This design comes from an exercise in tuning for small area on the open sky130 flow, not from production work. RTL that was checked went through simulation tests only; none was proved equivalent to the original. The flow treats the clock pin as an ideal source. Dropping or thinning the clock tree relies on that and would not hold on a real chip. Power and IR drop assume default switching activity.

## wip/maple
// pong_top
module pong_top(clk, rst, btn, video_on, pixel_x, pixel_y, rgb);
    input           clk, rst;
    input    [1:0]  btn;
    input           video_on;
    input    [9:0]  pixel_x, pixel_y;
    output  [11:0]  rgb;
    wire            reset_S;
    wire            tick;
    wire     [1:0]  button;
    wire            meta;
    AISO
        AISO(.reset(rst), .clk(clk), .meta(meta), .reset_S(reset_S));
    pulsegeneration
        pulse(.reset(reset_S), .clk(clk), .tick(tick));
    debounce
          d0(.reset(reset_S), .clk(clk), .tick(tick), .button_in(btn[0]), .db_signal(button[0]));
    debounce
          d1(.reset(reset_S), .clk(clk), .tick(tick), .button_in(btn[1]), .db_signal(button[1]));
    pong_graph_animate
         GRAPH(.clk(clk),
               .arst(rst),
               .rst(reset_S),
               .meta(meta),
               .btn(button),
               .video_on(video_on),
               .pixel_x(pixel_x),
               .pixel_y(pixel_y),
               .graph_rgb(rgb)
               );
endmodule
For scale: about 57 flip-flops, ~37 I/O pins, roughly 3400 um2 of cells after synthesis.
==> module graph_core, before the edit <==
module graph_core(btn, video_on, pixel_x, pixel_y, pad, bx, by, vi, vx, vy,
                  graph_rgb, pad_n, bx_n, by_n, vi_n, vx_n, vy_n);
    input        [1:0]   btn;
    input                video_on;
    input        [9:0]   pixel_x, pixel_y;
    input        [7:0]   pad;
    input        [9:0]   bx;
    input        [8:0]   by;
    input                vi, vx, vy;
    output       [11:0]  graph_rgb;
    output       [7:0]   pad_n;
    output       [9:0]   bx_n;
    output       [8:0]   by_n;
    output reg           vi_n, vx_n, vy_n;
    function [10:0] sub10;
        input [9:0] a;
        input [9:0] b;
        integer i;
        reg w;
        begin
            w = 1'b0;
            for (i = 0; i < 10; i = i + 1) begin
                sub10[i] = a[i] ^ b[i] ^ w;
                w = (~a[i] & b[i]) | (~(a[i] ^ b[i]) & w);
            end
            sub10[10] = w;
        end
    endfunction
    function ge10;
        input [9:0] x;
        input [9:0] k;
        integer i;
        reg g;
        begin
            g = 1'b1;
            for (i = 0; i < 10; i = i + 1)
                g = k[i] ? (x[i] & g) : (x[i] | g);
            ge10 = g;
        end
    endfunction
    function [9:0] step10;
        input [9:0] x;
        input       en, up2, down;
        integer i;
        reg c;
        begin
            step10[0] = x[0] ^ (en & ~up2);
            c = en & (up2 | (x[0] ^ down));
            for (i = 1; i < 10; i = i + 1) begin
                step10[i] = x[i] ^ c;
                c = c & (x[i] ^ (down & ~up2));
            end
        end
    endfunction
    wire refr = (pixel_y == 10'd481) && (pixel_x == 10'd0);
    wire pad_dn = btn[1] & ~ge10({2'b0, pad}, 10'd203);
    wire pad_up = ~pad_dn & btn[0] & ge10({2'b0, pad}, 10'd2);
    wire pen = refr & (pad_dn | pad_up);
    wire [9:0] pad_s = step10({2'b0, pad}, pen, 1'b0, pad_up);
    assign pad_n = pad_s[7:0];
    assign bx_n = step10(bx, refr, vi, vx);
    wire [9:0] by_s = step10({1'b0, by}, refr, vi & vx, vy);
    assign by_n = by_s[8:0];
    wire by_top = &by;       
    wire top  = (by == 9'd0);
    wire bot  = ge10({1'b0, by}, 10'd473) & ~by_top;
    wire wall = ~ge10(bx, 10'd36);
    wire hitx = (bx[9:2] == 8'd148) & (bx[1:0] != 2'd0) | (bx == 10'd596);
    wire [10:0] qd = sub10({2'b0, by[8:1]}, {2'b0, pad});
    wire [8:0] q = qd[8:0];
    wire q_lo = ~q[8] & (q[7:6] == 2'd0) & (~q[5] | (q[4:2] == 3'd0));
    wire q_neg = (q[8:2] == 7'h7f) & ((q[1:0] != 2'd0) | by[0]);
    wire hity = ~by_top & (q_lo | q_neg);
    always @* begin
        vi_n = vi; vx_n = vx; vy_n = vy;
        if (top) begin
            vy_n = 1'b0;
            if (vi) vx_n = 1'b0;
        end else if (bot) begin
            vy_n = 1'b1;
            if (vi) vx_n = 1'b0;
        end else if (wall) begin
            vi_n = 1'b0; vx_n = 1'b0;
        end else if (hitx && hity) begin
            vi_n = 1'b0; vx_n = 1'b1;
        end
    end
    wire wall_on = (pixel_x[9:2] == 8'd8);                   
    wire [10:0] pd = sub10({2'b0, pixel_y[8:1]}, {2'b0, pad});
    wire paddle_on = (pixel_x[9:2] == 8'd150) & ~pixel_y[9] & ~pd[10] & (pd[7:6] == 2'd0) &
                     (~pd[5] | (pd[4:2] == 3'd0));
    function inrange;
        input [9:0] a;       
        input [9:0] b;       
        input       w;       
        integer i;
        reg c, ok;
        begin
            c = w;
            ok = 1'b1;
            for (i = 3; i < 10; i = i + 1) begin
                ok = ok & ~(a[i] ^ b[i] ^ c);
                c = b[i] & ~a[i];
            end
            inrange = ok & ~c & ~((b[9:3] == 7'h7f) & (b[2:0] != 3'd0));
        end
    endfunction
    wire [10:0] dxl = sub10({7'd0, pixel_x[2:0]}, {7'd0, bx[2:0]});
    wire [10:0] dyl = sub10({7'd0, pixel_y[2:0]}, {7'd0, by[2:0]});
    wire xin = inrange(pixel_x, bx, dxl[10]);
    wire yin = ~pixel_y[9] & ~by_top & inrange({1'b0, pixel_y[8:0]}, {1'b0, by}, dyl[10]);
    wire [10:0] dx = dxl;
    wire [10:0] dy = dyl;
    wire [2:0] c = dx[2:0];
    wire [2:0] r = dy[2:0];
    wire [1:0] er = r[2] ? ~r[1:0] : r[1:0];
    wire [1:0] ec = c[2] ? ~c[1:0] : c[1:0];
    wire rom_bit = er[1] | ec[1] | (er[0] & ec[0]);
    wire ball_on = xin & yin & rom_bit;
    assign graph_rgb = !video_on ? 12'h000 :
                       wall_on   ? 12'h00f :
                       paddle_on ? 12'h0f0 :
                       ball_on   ? 12'hf00 : 12'haaa;
endmodule
export LEC_CHECK = 0
export CAP_MARGIN = 20
export CORE_MARGIN = 2
export CORE_UTILIZATION = 40
export SLEW_MARGIN = 20
create_clock -name core_clock -period 10.0 [get_ports {clk}]
standard.sh (not shown) runs the stock make flow with config.mk's settings and CLKGATE_MAP_FILE= SYNTH_SCRIPT=/design/flow/synth_recipe.tcl, a recipe that flattens the netlist after the stock synthesis.
==> flow/flow/run.sh <==
#!/bin/bash
# Own layout flow: the standard flow (standard.sh) with
#  - synthesis by the standard flow's synthesis script, except that Yosys's abc pass is
#    run with each area-oriented ABC script abc*.script and the smallest
#    result kept (synth.tcl), and no full/half-adder extraction;
#  - port buffers of the smallest buffer cell (buf_1);
#  - the clock tree that clock tree synthesis builds replaced by one level
#    of clock buffers (post_cts.tcl, run as ORFS's POST_CTS_TCL hook).
# Every tool's output goes to a log file in the work folder (synth.log,
# layout.log) and ORFS's own logs under orfs/logs.
set -euo pipefail
W=$PWD
export FLOW_FLOW_DIR=$W/flow
export POST_CTS_TCL=$W/flow/post_cts.tcl
export FLOW_CLK_NBUF=2 FLOW_CLK_BUF=sky130_fd_sc_hd__clkbuf_16
EXTRA="SYNTH_SCRIPT=$W/flow/synth.tcl ADDER_MAP_FILE="
EXTRA="$EXTRA BUFFER_PORTS_ARGS='-buffer_cell sky130_fd_sc_hd__buf_1'"
EXTRA="$EXTRA CTS_ARGS='-sink_clustering_enable -repair_clock_nets -dont_use_dummy_load'"
sed -e "s|SYNTH_SCRIPT=[^ ]*|$EXTRA|" standard.sh > own_standard.sh
bash own_standard.sh synth > synth.log 2>&1
bash own_standard.sh finish > layout.log 2>&1
Other scripts of this flow, unchanged in this note and not shown: flow/flow/abc1.script, flow/flow/abc2.script, flow/flow/abc3.script, flow/flow/abc4.script, flow/flow/abc5.script, flow/flow/abc6.script, flow/flow/abc7.script, flow/flow/abc8.script, flow/flow/post_cts.tcl, flow/flow/synth.tcl
Edits applied to the flow inputs when going from wip/maple to wip/fjord:
--- a/flow/design.v
+++ b/flow/design.v
@@ -142,14 +142,14 @@
                 step10[i] = x[i] ^ c;
                 c = c & (x[i] ^ (down & ~up2));
             end
         end
     endfunction
     wire refr = (pixel_y == 10'd481) && (pixel_x == 10'd0);
-    wire pad_dn = btn[1] & ~ge10({2'b0, pad}, 10'd203);
-    wire pad_up = ~pad_dn & btn[0] & ge10({2'b0, pad}, 10'd2);
+    wire pad_dn = btn[1] & (pad != 8'd203);
+    wire pad_up = ~pad_dn & btn[0] & (pad != 8'd1);
     wire pen = refr & (pad_dn | pad_up);
     wire [9:0] pad_s = step10({2'b0, pad}, pen, 1'b0, pad_up);
     assign pad_n = pad_s[7:0];
     assign bx_n = step10(bx, refr, vi, vx);
     wire [9:0] by_s = step10({1'b0, by}, refr, vi & vx, vy);
     assign by_n = by_s[8:0];
Findings:
- Of wip/fjord and wip/maple, it is wip/fjord that has the higher basic-gate share of the synthesized area counting and, or, nand and nor cells.
- In the metrics for wip/maple and wip/fjord, the one carrying the higher clock group share of total power is wip/maple.
- Re switching power share of the total: wip/fjord is 0.26 points down on wip/maple.
- In the flow results for wip/maple and wip/fjord, the overall fraction of global-route tracks in use is smaller on wip/fjord.
- ~same area of the mapped netlist in wip/maple and wip/fjord
- Per the comparison of wip/fjord with wip/maple, worst stage delay on the critical path grew by 110 ps; clock network power down about 2%.
- wip/maple vs wip/fjord, cell with the biggest individual delay on the critical path: sky130_fd_sc_hd__a211oi_1 vs sky130_fd_sc_hd__nor4_1
- Per the comparison of wip/fjord with wip/maple, fraction of the cycle the final worst path needs climbed 0.71 points; minimum clock period after layout climbed 71 ps; clock-pin transition on the worst setup and hold timing paths barely changed.
- Compared with wip/maple, in wip/fjord arrival time at the worst endpoint rose by 70 ps; worst slew slack as a fraction of its limit fell by 16 points.
No run of this note takes its clock network from TritonCTS; it comes from the design's own scripts or RTL.


Setup of P:
pong_top, a different RTL version from the one above (not shown whole).
Size: ~58 flip-flops, roughly 37 I/O pins, roughly 0.0035 mm² of cells after synthesis.
==> module graph_core, before the edit <==
module graph_core(btn, video_on, pixel_x, pixel_y, pad, bx, by, vi, vx, vy,
                  graph_rgb, pad_n, bx_n, by_n, vi_n, vx_n, vy_n);
    input        [1:0]   btn;
    input                video_on;
    input        [9:0]   pixel_x, pixel_y;
    input        [7:0]   pad;
    input        [9:0]   bx, by;
    input                vi, vx, vy;
    output       [11:0]  graph_rgb;
    output       [7:0]   pad_n;
    output       [9:0]   bx_n, by_n;
    output reg           vi_n, vx_n, vy_n;
    function [10:0] sub10;
        input [9:0] a;
        input [9:0] b;
        integer i;
        reg w;
        begin
            w = 1'b0;
            for (i = 0; i < 10; i = i + 1) begin
                sub10[i] = a[i] ^ b[i] ^ w;
                w = (~a[i] & b[i]) | (~(a[i] ^ b[i]) & w);
            end
            sub10[10] = w;
        end
    endfunction
    function ge10;
        input [9:0] x;
        input [9:0] k;
        integer i;
        reg g;
        begin
            g = 1'b1;
            for (i = 0; i < 10; i = i + 1)
                g = k[i] ? (x[i] & g) : (x[i] | g);
            ge10 = g;
        end
    endfunction
    function [9:0] step10;
        input [9:0] x;
        input       en, up2, down;
        integer i;
        reg c;
        begin
            step10[0] = x[0] ^ (en & ~up2);
            c = en & (up2 | (x[0] ^ down));
            for (i = 1; i < 10; i = i + 1) begin
                step10[i] = x[i] ^ c;
                c = c & (x[i] ^ (down & ~up2));
            end
        end
    endfunction
    wire refr = (pixel_y == 10'd481) && (pixel_x == 10'd0);
    wire pad_dn = btn[1] & ~ge10({2'b0, pad}, 10'd203);
    wire pad_up = ~pad_dn & btn[0] & ge10({2'b0, pad}, 10'd2);
    wire pen = refr & (pad_dn | pad_up);
    wire [9:0] pad_s = step10({2'b0, pad}, pen, 1'b0, pad_up);
    assign pad_n = pad_s[7:0];
    assign bx_n = step10(bx, refr, vi, vx);
    assign by_n = step10(by, refr, vi & vx, vy);
    wire top  = (by == 10'd0);
    wire bot  = ge10(by, 10'd473) & ~ge10(by, 10'd1017);
    wire wall = ~ge10(bx, 10'd36);
    wire hitx = (bx[9:2] == 8'd148) & (bx[1:0] != 2'd0) | (bx == 10'd596);
    wire [10:0] qd = sub10({1'b0, by[9:1]}, {2'b0, pad});
    wire [9:0] q = qd[9:0];
    wire q_lo = (q[9:6] == 4'd0) & (~q[5] | (q[4:2] == 3'd0));
    wire q_neg = (q[9:2] == 8'hff) & ((q[1:0] != 2'd0) | by[0]);
    wire hity = q_lo | q_neg;
    always @* begin
        vi_n = vi; vx_n = vx; vy_n = vy;
        if (top) begin
            vy_n = 1'b0;
            if (vi) vx_n = 1'b0;
        end else if (bot) begin
            vy_n = 1'b1;
            if (vi) vx_n = 1'b0;
        end else if (wall) begin
            vi_n = 1'b0; vx_n = 1'b0;
        end else if (hitx && hity) begin
            vi_n = 1'b0; vx_n = 1'b1;
        end
    end
    wire wall_on = (pixel_x[9:2] == 8'd8);                   
    wire [10:0] pd = sub10({1'b0, pixel_y[9:1]}, {2'b0, pad});
    wire paddle_on = (pixel_x[9:2] == 8'd150) & ~pd[10] & (pd[9:6] == 4'd0) &
                     (~pd[5] | (pd[4:2] == 3'd0));
    function inrange;
        input [9:0] a;       
        input [9:0] b;       
        input       w;       
        integer i;
        reg c, ok;
        begin
            c = w;
            ok = 1'b1;
            for (i = 3; i < 10; i = i + 1) begin
                ok = ok & ~(a[i] ^ b[i] ^ c);
                c = b[i] & ~a[i];
            end
            inrange = ok & ~c & ~((b[9:3] == 7'h7f) & (b[2:0] != 3'd0));
        end
    endfunction
    wire [10:0] dxl = sub10({7'd0, pixel_x[2:0]}, {7'd0, bx[2:0]});
    wire [10:0] dyl = sub10({7'd0, pixel_y[2:0]}, {7'd0, by[2:0]});
    wire xin = inrange(pixel_x, bx, dxl[10]);
    wire yin = inrange(pixel_y, by, dyl[10]);
    wire [10:0] dx = dxl;
    wire [10:0] dy = dyl;
    wire [2:0] c = dx[2:0];
    wire [2:0] r = dy[2:0];
    wire [1:0] er = r[2] ? ~r[1:0] : r[1:0];
    wire [1:0] ec = c[2] ? ~c[1:0] : c[1:0];
    wire rom_bit = er[1] | ec[1] | (er[0] & ec[0]);
    wire ball_on = xin & yin & rom_bit;
    assign graph_rgb = !video_on ? 12'h000 :
                       wall_on   ? 12'h00f :
                       paddle_on ? 12'h0f0 :
                       ball_on   ? 12'hf00 : 12'haaa;
endmodule
==> flow/config.mk <==
export PLATFORM = sky130hd
export DESIGN_NAME = pong_top
export DESIGN_NICKNAME = pong_top
export VERILOG_FILES = /design/flow/design.v
export SDC_FILE = /design/flow/constraint.sdc
export NUM_CORES = 4
export LEC_CHECK = 0
export CAP_MARGIN = 20
export CORE_MARGIN = 2
export CORE_UTILIZATION = 40
export SLEW_MARGIN = 20
==> flow/constraint.sdc <==
create_clock -name core_clock -period 10.0 [get_ports {clk}]
set_input_delay 2.0000 -clock core_clock [delete_from_list [all_inputs] [get_ports {clk}]]
set_output_delay 2.0000 -clock core_clock [all_outputs]
set_load 0.01 [all_outputs]
Scripts as last shown in full above: flow/flow/run.sh
Other scripts of this flow, unchanged in this note and not shown: flow/flow/abc1.script, flow/flow/abc2.script, flow/flow/abc3.script, flow/flow/abc4.script, flow/flow/abc5.script, flow/flow/abc6.script, flow/flow/abc7.script, flow/flow/abc8.script, flow/flow/post_cts.tcl, flow/flow/synth.tcl
Setup changes, P to Q
diff --git a/flow/design.v b/flow/design.v
--- a/flow/design.v
+++ b/flow/design.v
@@ -153,9 +153,9 @@
     wire wall = ~ge10(bx, 10'd36);
     wire hitx = (bx[9:2] == 8'd148) & (bx[1:0] != 2'd0) | (bx == 10'd596);
-    wire [10:0] qd = sub10({1'b0, by[9:1]}, {2'b0, pad});
-    wire [9:0] q = qd[9:0];
-    wire q_lo = (q[9:6] == 4'd0) & (~q[5] | (q[4:2] == 3'd0));
-    wire q_neg = (q[9:2] == 8'hff) & ((q[1:0] != 2'd0) | by[0]);
-    wire hity = q_lo | q_neg;
+    wire [10:0] qd = sub10({2'b0, by[8:1]}, {2'b0, pad});
+    wire [8:0] q = qd[8:0];
+    wire q_lo = ~q[8] & (q[7:6] == 2'd0) & (~q[5] | (q[4:2] == 3'd0));
+    wire q_neg = (q[8:2] == 7'h7f) & ((q[1:0] != 2'd0) | by[0]);
+    wire hity = ~by[9] & (q_lo | q_neg);
     always @* begin
         vi_n = vi; vx_n = vx; vy_n = vy;
@@ -173,6 +173,6 @@
     end
     wire wall_on = (pixel_x[9:2] == 8'd8);                   
-    wire [10:0] pd = sub10({1'b0, pixel_y[9:1]}, {2'b0, pad});
-    wire paddle_on = (pixel_x[9:2] == 8'd150) & ~pd[10] & (pd[9:6] == 4'd0) &
+    wire [10:0] pd = sub10({2'b0, pixel_y[8:1]}, {2'b0, pad});
+    wire paddle_on = (pixel_x[9:2] == 8'd150) & ~pixel_y[9] & ~pd[10] & (pd[7:6] == 2'd0) &
                      (~pd[5] | (pd[4:2] == 3'd0));
     function inrange;
==> comparison <==
| die span in x | P vs Q | ≈ equal |. Q ends up with a clock skew that is 0.011 ns lower than in P. When Q is set beside P, its number of logic stages on the critical path including buffering turns out to be 6 smaller. Summary of Q over P: area growth from synthesis to layout comparable; switching part of the total power now smaller.
The RTL of Q was laid out without a check of its function. In every run of this note, the design's own scripts or RTL, not TritonCTS, make the clock network.

==> static timing again, ports no longer ideal <==
The flow's constraints put no driver on any port. The routed layouts listed below were extracted and timed again, unchanged, in two steps. Step 1, drivers: a clkbuf_16 drives clk and a buf_2 each remaining input, both assumed. Step 2, shift: input delay + t, output delay - t, t = (earliest + latest rising clock arrival at the registers) / 2. This alone moves slack from input paths to output paths. a / b / c = no drivers / after step 1 / after step 2; a / b = the first two.
| run | shift t [ns] | setup slack, ns | hold WS [ns] | worst setup path at the end |
|---|---|---|---|---|
| wip/maple | 0.221 | 3.449 / 3.427 / 3.427 | 0.293 / 0.293 / 0.293 | input to output |
| wip/fjord | 0.215 | 3.378 / 3.354 / 3.354 | 0.274 / 0.274 / 0.274 | input to output |
| P | 0.219 | 3.401 / 3.365 / 3.365 | 0.310 / 0.310 / 0.310 | input to output |
| Q | 0.213 | 3.329 / 3.303 / 3.303 | 0.263 / 0.263 / 0.263 | input to output |
After both steps setup and hold are still met in every run listed. For P, which loses most, drivers alone change the setup slack by -0.036 ns; drivers and shift together by -0.036 ns.
